Source: an optimization exercise on an open RTL-to-GDS flow (aim: small area). Production flows keep margins and buffers that such runs may drop. In this exercise RTL edits were held to simulation tests only and were not proved equivalent to the original.

==> flow/design.v <==
module CC(
           clk,
           rst_n,
           in_valid,
           mode,
           xi,
           yi,
           out_valid,
           xo,
           yo
       );
input               clk, rst_n, in_valid;
input       [1:0]   mode;
input       [7:0]   xi, yi;
output              out_valid;
output      [7:0]   xo, yo;
localparam S_IDLE = 3'd0;
localparam S_CAP  = 3'd1;
localparam S_DIV  = 3'd2;
localparam S_RUN  = 3'd3;
localparam S_MUL  = 3'd4;
localparam S_OUT  = 3'd5;
reg [2:0] st;
reg [1:0] op;
reg [4:0] cnt;
reg [1:0] md;
reg       valid;
reg       gneg;
reg       first;
reg       ph;
reg [7:0] X, Y, YU;
reg [7:0] AX, AR, AE, BX, BR;
reg [8:0] BE;           
reg [13:0] AQ, BQ, DY;
reg [13:0] T1;
reg [15:0] ACC;
assign out_valid = valid;
assign xo = X;
assign yo = Y & {8{valid}};
wire m0 = md == 2'd0;
wire m1 = md == 2'd1;
wire cap = (st == S_IDLE && in_valid) || st == S_CAP;
wire [1:0] pidx = (st == S_IDLE) ? 2'd0 : cnt[1:0];
wire p0 = cap && pidx == 2'd0;
wire p1 = cap && pidx == 2'd1;
wire p2 = cap && pidx == 2'd2;
wire p3 = cap && pidx == 2'd3;
wire lastm = p3 && !m1;
wire [7:0] xprev = lastm ? BX : AX;
wire [7:0] yprev = lastm ? BE[7:0] : YU;
wire [8:0] xsub = {xprev[7], xprev} + {~xi[7], ~xi} + 9'd1;
wire ycin = ~(pidx == 2'd2 && m0);
wire [8:0] ysub = {yprev[7], yprev} + {~yi[7], ~yi} + {8'd0, ycin};
wire [13:0] xsub14 = {{5{xsub[8]}}, xsub};
wire [13:0] ysub14 = {{5{ysub[8]}}, ysub};
wire div    = st == S_DIV;
wire render = st == S_RUN;
wire dinit  = div && cnt[4:1] == 4'd0;            
wire dlast  = div && cnt[4:1] == 4'd8;            
wire [7:0] initv = DY[7:0] & {8{AQ[8]}};          
wire [8:0] et = AE + AR + {7'd0, div & AQ[7]};
wire [9:0] eu = {1'b0, et} + {2'b11, ~DY[7:0]};   
wire       ec = ~eu[9];
wire [7:0] rem_new = ec ? eu[7:0] : et[7:0];
wire [8:0] fQ = (div && !dinit) ? {AQ[8], AQ[6:0], ec} : AQ[8:0];
wire [7:0] fR = render ? AR : (dinit ? initv : rem_new);
wire [7:0] fE = dinit ? initv : (dlast ? 8'd0 : rem_new);
wire [7:0] fX = AX + (AQ[7:0] & {8{render}}) + {7'd0, render & ec};
wire row_end  = ~first && X == AX;
wire last_row = Y == YU;
wire swap = div || (render && (first || row_end));
wire div_end = div && cnt == 5'd17;
wire mul  = st == S_MUL;
wire o0 = op == 2'd0, o1 = op == 2'd1, o2 = op == 2'd2, o3 = op == 2'd3;
wire smallop = m1 && !o3;
wire mstep = ~(smallop && cnt > 5'd6);
wire sh    = mul && (ph || !mstep);               
wire last  = sh && cnt == 5'd13;
wire sstep = cnt == (smallop ? 5'd6 : 5'd13);     
wire oab = o0 || o1;
wire sA_T1 = m1 && (o0 || o3), sA_DY = !m1 || o1, sA_BQ = m1 && o2;
wire sB_BX = m1 && o0, sB_AQ = !m1 || o1, sB_BR = m1 && o2, sB_DY = m1 && o3;
wire bitA = (sA_T1 & T1[0]) | (sA_DY & DY[0]) | (sA_BQ & BQ[0]);
wire bitB = (sB_BX & BX[0]) | (sB_AQ & AQ[0]) | (sB_BR & BR[0]) | (sB_DY & DY[0]);
wire mbit = mstep & (ph ? bitB : bitA);
wire g0 = mbit & ~ph, g1 = mbit & ph;
wire pAR = g0 & m1 & oab, pAX = g0 & m1 & o2, pBQ = g0 & (!m1 || o3);
wire pAE = g1 & m1 & oab, pBE = g1 & (!m1 || o2), pAQ = g1 & m1 & o3;
wire [15:0] PM = ({16{pAR}} & {{8{AR[7]}}, AR}) | ({16{pAX}} & {{8{AX[7]}}, AX})
               | ({16{pBQ}} & {{2{BQ[13]}}, BQ}) | ({16{pAE}} & {{8{AE[7]}}, AE})
               | ({16{pBE}} & {{7{BE[8]}}, BE}) | ({16{pAQ}} & {{2{AQ[13]}}, AQ});
wire neg  = (ph ? (m1 ? op[0] : gneg) : (m1 ? 1'b0 : ~gneg)) ^ sstep;
wire mneg = mbit & neg;
wire [15:0] pp = PM ^ {16{mneg}};
wire [15:0] accin = ACC & {16{cnt != 5'd0 || ph}};
wire [15:0] asum = accin + pp + {15'd0, mneg};
wire drop = asum[0];
wire d_zero = (ACC == 16'd0) && (T1 == 14'd0);
always @(posedge clk or negedge rst_n) begin
    if (!rst_n)
        X <= 8'd0;
    else if (st == S_OUT)
        X <= m1 ? 8'd0 : {ACC[2:0], DY[13:9]};
    else if (div_end || (render && row_end && !last_row))
        X <= BX;
    else if (render && !row_end)
        X <= X + 8'd1;
    else
        X <= 8'd0;
end
always @(posedge clk or negedge rst_n) begin
    if (!rst_n) begin
        st    <= S_IDLE;
        valid <= 1'b0;
    end else begin
        case (st)
            S_IDLE: begin
                valid <= 1'b0;
                if (in_valid) st <= S_CAP;
            end
            S_CAP:
                if (pidx == 2'd3) st <= m0 ? S_DIV : S_MUL;
            S_DIV:
                if (div_end) begin
                    st    <= S_RUN;
                    valid <= 1'b1;
                end
            S_RUN:
                if (row_end && last_row) begin
                    st    <= S_IDLE;
                    valid <= 1'b0;
                end
            S_MUL:
                if (last && (m1 ? o3 : o1)) st <= S_OUT;
            S_OUT: begin
                st    <= S_IDLE;
                valid <= 1'b1;
            end
            default: st <= S_IDLE;
        endcase
    end
end
wire idle    = st == S_IDLE;
wire cnt_clr = p3 || last;
wire cnt_inc = !idle && !cnt_clr && (!mul || sh);
wire cnt_hld = !idle && !cnt_clr && !cnt_inc;
wire op_inc  = !cap && last;
wire fst_set = div_end;
wire fst_upd = !div_end && render;
wire gn_set  = last && o0;
wire gn_clr  = !gn_set && cap;
wire yu_ld   = p0 || (p2 && m1);
wire out     = st == S_OUT;
wire y_inc   = render && row_end;
wire ax_xi   = p0 || p2;
wire ax_sub  = p3 && m1;
wire ax_sw   = swap;
wire aq_sh   = sh && (m1 ? o1 : 1'b1);
wire bx_ld   = p1 || (p3 && !m1);
wire bx_sh   = sh && m1 && o0;
wire bq_sh   = sh && m1 && o2;
wire dy_sh   = sh && (m1 ? (o1 || o3) : 1'b1);
wire t1_sh   = sh && m1 && (o0 || o3);
wire [7:0] bx_in = (p1 && m1) ? ysub[7:0] : xi;
always @(posedge clk) begin
    cnt   <= ({5{idle}} & (5'd1)) | ({5{cnt_inc}} & (cnt + 5'd1)) | ({5{cnt_hld}} & (cnt));
    ph    <= mul && mstep && !ph;
    op    <= ({2{op_inc}} & (op + 2'd1)) | ({2{!cap && !last}} & (op));
    first <= fst_set | (fst_upd & row_end) | (!fst_set && !fst_upd && first);
    gneg  <= (gn_set & asum[15]) | (!gn_set && !gn_clr && gneg);
    md    <= ({2{p0}} & (mode)) | ({2{!p0}} & (md));
    YU    <= ({8{yu_ld}} & (yi)) | ({8{!yu_ld}} & (YU));
    Y     <= ({8{p2}} & (yi)) | ({8{y_inc}} & (Y + 8'd1))
           | ({8{out}} & (m1 ? {6'd0, d_zero, ~ACC[15] & ~d_zero} : DY[8:1]))
           | ({8{!p2 && !y_inc && !out}} & (Y));
    AX <= ({8{ax_xi}} & (xi)) | ({8{ax_sub}} & (xsub[7:0])) | ({8{ax_sw}} & (BX))
        | ({8{!ax_xi && !ax_sub && !ax_sw}} & (AX));
    AR <= ({8{p1}} & (xsub[7:0])) | ({8{swap}} & (BR)) | ({8{!p1 && !swap}} & (AR));
    AE <= ({8{p1}} & (ysub[7:0])) | ({8{swap}} & (BE[7:0])) | ({8{!p1 && !swap}} & (AE));
    AQ <= ({14{p2}} & (xsub14)) | ({14{swap}} & ({AQ[13:9], BQ[8:0]}))
        | ({14{aq_sh}} & ({m1 ? drop : AQ[0], AQ[13:1]}))
        | ({14{!p2 && !swap && !aq_sh}} & (AQ));
    BX <= ({8{bx_ld}} & (bx_in)) | ({8{swap}} & (fX)) | ({8{bx_sh}} & ({BX[7], BX[7:1]}))
        | ({8{!bx_ld && !swap && !bx_sh}} & (BX));
    BQ <= ({14{p3}} & (xsub14)) | ({14{swap}} & ({BQ[13:9], fQ}))
        | ({14{bq_sh}} & ({drop, BQ[13:1]})) | ({14{!p3 && !swap && !bq_sh}} & (BQ));
    BR <= ({8{p3}} & (ysub[7:0])) | ({8{swap}} & (fR)) | ({8{bq_sh}} & ({BR[7], BR[7:1]}))
        | ({8{!p3 && !swap && !bq_sh}} & (BR));
    BE <= ({9{p1}} & ({BE[8], yi})) | ({9{p3}} & (ysub)) | ({9{swap}} & ({BE[8], fE}))
        | ({9{!p1 && !p3 && !swap}} & (BE));
    DY <= ({14{p2}} & (ysub14)) | ({14{dy_sh}} & ({(m1 || o1) ? drop : DY[0], DY[13:1]}))
        | ({14{!p2 && !dy_sh}} & (DY));
    T1 <= ({14{p1}} & (xsub14)) | ({14{t1_sh}} & ({drop, T1[13:1]})) | ({14{!p1 && !t1_sh}} & (T1));
    ACC <= sh ? {asum[15], asum[15:1]} : asum;
end
endmodule
==> flow/run.sh <==
#!/bin/bash
# synth_recipe.tcl (not shown) runs the flow's synth.tcl, then flattens the netlist and writes it again
# the make line also repeats each setting of config.mk as NAME=value (left out here)
make -C /OpenROAD-flow-scripts/flow DESIGN_CONFIG=/design/flow/config.mk WORK_HOME=/design/flow/orfs CLKGATE_MAP_FILE= SYNTH_SCRIPT=/design/flow/synth_recipe.tcl finish
==> flow/config.mk <==
export PLATFORM = sky130hd
export DESIGN_NAME = CC
export DESIGN_NICKNAME = CC
export VERILOG_FILES = /design/flow/design.v
export SDC_FILE = /design/flow/constraint.sdc
export NUM_CORES = 4
export LEC_CHECK = 0
export CAP_MARGIN = 20
export CORE_MARGIN = 2
export CORE_UTILIZATION = 40
export CTS_BUF_LIST = sky130_fd_sc_hd__clkbuf_8
export GPL_TIMING_DRIVEN = 0
export PLACE_DENSITY = 0.6
export SLEW_MARGIN = 20
==> flow/constraint.sdc <==
create_clock -name core_clock -period 50.0 [get_ports {clk}]
set_input_delay 10.0000 -clock core_clock [delete_from_list [all_inputs] [get_ports {clk}]]
set_output_delay 10.0000 -clock core_clock [all_outputs]
set_load 0.01 [all_outputs]
==> results.toml, run 1 <==
[floorplanning]
die_h_um = 169
fp.dieW_um = 169
design.portCount = 38
initial_core_util = 0.405
rows = 60
core_um2 = 26700
dieArea_um2 = 28400

[yosys]
synth-main-ff-cell = "dfxtp_1"
synth_compound_area_frac = 0.272
synthXorXnorAreaFrac = 0.0663
syn_avg_cell_area_um2 = 8.50
syn_inst = 1273
synthTopCellsByArea = "dfxtp_1, ha_1, a221o_1"
synth_seq_cells = 161
ys_async_sr_fraction = 0.0745
synth_top_family_by_area = "compound AO/OA/AOI/OAI gates"
yosysUniqueCellTypes = 76
ys_top_cells_by_count = "dfxtp_1, nand2_1, nor2_1, o21ai_0, inv_1"
yosys.area_share.simple = 0.184
synth_area_um2 = 10800
synth_edf_count = 10
yosys.area.top_type = "dfxtp_1"
seq_area_frac_synth = 0.313
yosysWarnings = 1
synth.area.mux_share = 0.0333
yosys.area_share.adder = 0.0860
yosysTopAreaCellShare = 0.257
synth_most_common_cell = "dfxtp_1"
synth_fp_nets = 1363

[timing]
rsz0062_at_grt = "no"
clock_skew_ns = 0.0299
final.setup.tns_ns = 0
relSlewSlack = 0.217
min_period_ns = 13.06
setup_viol = 0
max_slew.worst_pin.slew_ns = 1.17
final_hold_viol_count = 0
finalCritPeriodShare = 0.261
final-max-slew-violation-count = 0
fmax_mhz = 76.6

[min_path]
hp-start = "BE[8]"
min_path_type = "flip-flop to flip-flop"
holdPathStages = 2
holdPathEnd = "BE[8]"

[detailed_routing]
drt_first_pass_iters = 9
drtIter0Drc = 1661
vias = 10700
viasPerCell = 6.37
postRouteAntennaNets = 0
totalWireLength_um = 39600
wl_per_cell_um = 23.5
drc_errors = 0

[setup_path]
worstSetupStartpointType = "input pin"
cp.arrival_ns = 13.45
r2r-start = "st[1]"
worstPathMaxFanout = 6
regToRegSetupSlack_ns = 43.75
r2r_end = "BX[6]"
criticalPathCategory = "input pin to flip-flop"
required_ns = 50.39
reg2regPathDepth = 26
cp-end-kind = "flip-flop"

[global_route]
grt_max_degree = 19
grt_first_pass_wirelength_um = 60500
grt_use_total = 0.279
overflow = 0
antenna_found_initial = 0
grt_pass1_vias = 10000

[clock_tree]
cts_buffer_depth = 2
root_buffer = "clkbuf_8"
cts_tree = "done"
cts_buffers = 17
cts-resized-gates = 0
clk_latency_ns = 0.51
hold_buffers = 0
cts_sinks = 161
cts_setup_buffers = 0
htree_levels = 4
cts.clk_slew.worst_paths_ns = 0.12

[placement]
port_buffers = 37
place.gp.congestion = 0.934
dp_hpwl_um = 30900

[layout]
area_delta_synth_final_pct = 11.1
antenna_cells = 0
drive_above_1_share = 0.0544
fillers = 2704
nets = 1419

[status]
status = "complete, no violations"

[flow_run]
drv_cap = 0
## placed cells by master (no fill, tap or decap), types with 36 or more instances in the layout
master / n
dfxtp_1: 139
nand2_1: 107
nor2_1: 101
o21ai_0: 71
inv_1: 64
a221o_1: 60
ha_1: 60
clkbuf_1: 55
a21oi_1: 55
xor2_1: 46
nand3_1: 45
clkdlybuf4s50_1: 37
xnor2_1: 36
## through the flow
step / instance area (um^2) / util / std cells / setup WS [ns] / hold slack (ns)
after floorplan: 10800 / - / 1273 / 37.80 / 0.439
after global placement: 11600 / 0.435 / 1651 / 36.54 / 0.488
after detailed placement: 11600 / 0.435 / 1651 / 36.51 / 0.492
after CTS: 12000 / 0.450 / 1683 / 37.02 / 0.511
after global routing: 12000 / 0.450 / 1683 / 36.72 / 0.544
final: 12000 / 0.450 / 1683 / 36.94 / 0.510
## cell type report
class | instances | area (um^2) | area share
multi-input combinational | 983 | 6950 | 0.578
sequential | 161 | 3380 | 0.281
tap | 341 | 427 | 0.0355
timing repair buffer | 37 | 370 | 0.0308
buffer | 64 | 250 | 0.0208
inverter | 65 | 244 | 0.0203
clock buffer | 17 | 234 | 0.0194
clock inverter | 15 | 169 | 0.0140
## cells by family after synthesis
logic type | count (synthesis)
AO/OA/AOI/OAI | 394
AND/OR/NAND/NOR | 404
adder cells (fa/ha/maj) | 69
XOR/XNOR | 82
flip-flops | 161
multiplexers | 34
buffers and inverters | 129
## critical path, stage by stage
cell	delay [ns]
clkdlybuf4s50_1	0.51
fa_1	0.50
fa_1	0.47
nor2b_1	0.14
o21ai_0	0.13
a21boi_0	0.31
o21a_1	0.17
o21ai_0	0.07
a31oi_1	0.60
nor2_1	0.23
a221o_1	0.32
## how the worst max path moves through the flow
| stage | start | to | slack (ns) |
|---|---|---|---|
| finish | yi[0] | DY[8] | 36.94 |
| global placement | yi[0] | DY[12] | 36.54 |
| detailed placement | yi[0] | BE[6] | 36.51 |
| global route | yi[0] | BE[6] | 36.72 |
| floorplan | yi[0] | DY[10] | 37.80 |
| CTS | yi[0] | BE[6] | 37.02 |
## routing by layer
metal	global-route usage	share of wire	vias up
met1	0.393	0.45	5180
met3	0.0505	0.082	96
met2	0.425	0.43	514
met5	0	0	-
met4	0.107	0.038	0
li1	-	-	4930
## state kept, by name, indices dropped and copies added (netlist names), 9 cells and up, named ones only
register and flops:
ACC 16, AQ 14, BQ 14, DY 14, T1 14, BE 9
==> run 2, diff against run 1 <==
--- a/flow/config.mk
+++ b/flow/config.mk
@@ -10,5 +10,4 @@
 export CORE_UTILIZATION = 40
 export CTS_BUF_LIST = sky130_fd_sc_hd__clkbuf_8
-export GPL_TIMING_DRIVEN = 0
 export PLACE_DENSITY = 0.6
 export SLEW_MARGIN = 20
==> run 2 against run 1 <==
- still clean
- final cell count fell by 2.6%
- sequential share of layout area increased by 0.22 points
- die area did not move
- utilization fell by 0.35 points
- worst hold slack got worse by 0.0087 ns
- clock-buffer cell count unchanged
- design area fell by 0.77%
- flip-flop and latch count stayed put
==> results.toml, run 2 <==
[detailed_routing]
postRouteAntennaNets = 0
vias = 10500
drt_first_pass_iters = 7
drc_errors = 0
wl_per_cell_um = 22.9
viasPerCell = 6.38
totalWireLength_um = 37500
drtIter0Drc = 1376

[floorplanning]
design.portCount = 38
dieArea_um2 = 28400
fp.dieW_um = 169
initial_core_util = 0.405
core_um2 = 26700
die_h_um = 169
rows = 60

[placement]
place.gp.congestion = 0.955
preCtsSetupSlack_ns = 36.85
port_buffers = 37
dp_hpwl_um = 27900

[setup_path]
r2r-start = "st[2]"
worstSetupStartpointType = "input pin"
criticalPathCategory = "input pin to flip-flop"
required_ns = 50.39
cp.arrival_ns = 13.04
cp-end-kind = "flip-flop"
crit_start = "xi[0]"
worstPathMaxFanout = 6

[yosys]
syn_avg_cell_area_um2 = 8.50
synthTopCellsByArea = "dfxtp_1, ha_1, a221o_1"
synth-main-ff-cell = "dfxtp_1"
seq_area_frac_synth = 0.313
synth_fp_nets = 1363
synth_area_um2 = 10800
yosysTopAreaCellShare = 0.257
yosys.area.top_type = "dfxtp_1"
ys_top_cells_by_count = "dfxtp_1, nand2_1, nor2_1, o21ai_0, inv_1"
yosysWarnings = 1
synth_edf_count = 10
syn_inst = 1273
synth_seq_cells = 161
ys_async_sr_fraction = 0.0745
synth_most_common_cell = "dfxtp_1"
yosysUniqueCellTypes = 76

[layout]
largest_reg_flops = 16
regMostFlops = "ACC"
drive_above_1_share = 0.0724
nets = 1375
antenna_cells = 0
mostFrequentLayoutCell = "dfxtp_1"
fin_util = 0.447
fillers = 2692
area_delta_synth_final_pct = 10.3
layout_common_cells = "dfxtp_1, nand2_1, nor2_1"

[clock_tree]
root_buffer = "clkbuf_8"
cts_sinks = 161
htree_levels = 4
hold_buffers = 0
cts_buffers = 17
clk_latency_ns = 0.50
cts_tree = "done"
cts_buffer_depth = 2
cts.clk_slew.worst_paths_ns = 0.10
cts-resized-gates = 0
cts_setup_buffers = 0

[timing]
max_slew.worst_pin.slew_ns = 1.14
fmax_mhz = 79.1
finalCritPeriodShare = 0.253
final.setup.tns_ns = 0
relSlewSlack = 0.237
final_hold_viol_count = 0
min_period_ns = 12.65
setup_ws_ns = 37.35
clock_skew_ns = 0.0181
final-max-slew-violation-count = 0
rsz0062_at_grt = "no"
setup_viol = 0

[status]
status = "complete, no violations"

[global_route]
gr-usage-met1 = 0.367
grt_first_pass_wirelength_um = 57700
grtUsageMet3 = 0.0496
grt_use_total = 0.263
overflow = 0
grt_max_degree = 52
busiest_layer = "met2"
grt_pass1_vias = 9703
antenna_found_initial = 0
use_met2 = 0.405

[min_path]
hp-start = "gneg"
min_path_type = "flip-flop to flip-flop"

[flow_run]
drv_cap = 0
[run 2: cell counts after synthesis]
Identical to the previous run, type by type.
[run 2: cell families (layout without fill, tap and decap cells)]
family	count (synthesis)	in the layout	synth area share
xor gates and xnor gates	82	82	0.0663
and+or+nand+nor	404	404	0.184
buffers and inverters	129	154	0.0457
AOI/OAI and AO/OA	394	394	0.272
muxes	34	34	0.0333
adders and majority gates	69	69	0.0860
DFF	161	161	0.313
[run 2: worst paths after layout]
check,to,cells past startpoint,slack [ns]
max,BQ[10],11,37.35
min,gneg,2,0.50
max reg2reg,BX[6],27,43.48
min reg2reg,gneg,2,0.50
max in group asynchronous,st[0],1,39.76
min in group asynchronous,X[3],1,9.87
[run 2: stage by stage]
step           cell area (um^2)  hold slack (ns)  instances
2_1_floorplan             10800            0.439       1273
3_3_place_gp              11600            0.486       1607
3_5_place_dp              11600            0.491       1607
4_1_cts                   11900            0.506       1639
5_1_grt                   11900            0.532       1639
6_report                  11900            0.501       1639
[run 2: critical path, cell delays in order]
cell and delay [ns]:
clkdlybuf4s50_1 0.46, ha_1 0.26, fa_1 0.47, nor2b_1 0.13
o21ai_0 0.11, a21boi_0 0.20, o21a_1 0.16, o21ai_0 0.08
a31oi_1 0.63, nor2_1 0.22, a221o_1 0.32
[run 2: area by class of cell]
class / count / area (um^2) / share of cell area
multi-input combinational: 983 / 6990 / 0.585
inverter: 65 / 244 / 0.0204
sequential: 161 / 3380 / 0.283
tap: 341 / 427 / 0.0357
clock inverter: 15 / 144 / 0.0121
clock buffer: 17 / 234 / 0.0196
timing repair buffer: 57 / 520 / 0.0436
[run 2: metal layers]
layer,vias up,part of all wire
met5,-,0
met4,0,0.030
met3,64,0.082
met2,491,0.44
met1,5058,0.45
li1,4837,-

==> static timing again, ports no longer ideal <==
The results above use ideal ports. As a check the final layouts listed here were re-extracted and re-timed, cells and wires unchanged.
Step 1: set_driving_cell puts a clkbuf_16 on clk and a buf_2 on each other input, an assumption about the parent block.
Step 2 moves the port delays by t, midway between the first and last clock arrival at a register: inputs arrive t later, outputs are due t later. That takes back most of the time a late clock gives input paths.
Three values: no drivers, after step 1, after step 2; two values: the first two.
run | shift t [ns] | slack for setup (ns) | clock arrival spread, ns | slew at the worst register clock pin (ns) | cell pins on the clock port's net
run 1 | 0.541 | 36.943 / 36.968 / 36.427 | 0.030 / 0.030 | 0.12 / 0.12 | 1
run 2 | 0.542 | 37.352 / 37.383 / 36.841 | 0.019 / 0.019 | 0.11 / 0.11 | 1
After both steps setup and hold are still met in every run listed. For run 1, which loses most, drivers alone change the setup slack by +0.025 ns; drivers and shift together by -0.516 ns.
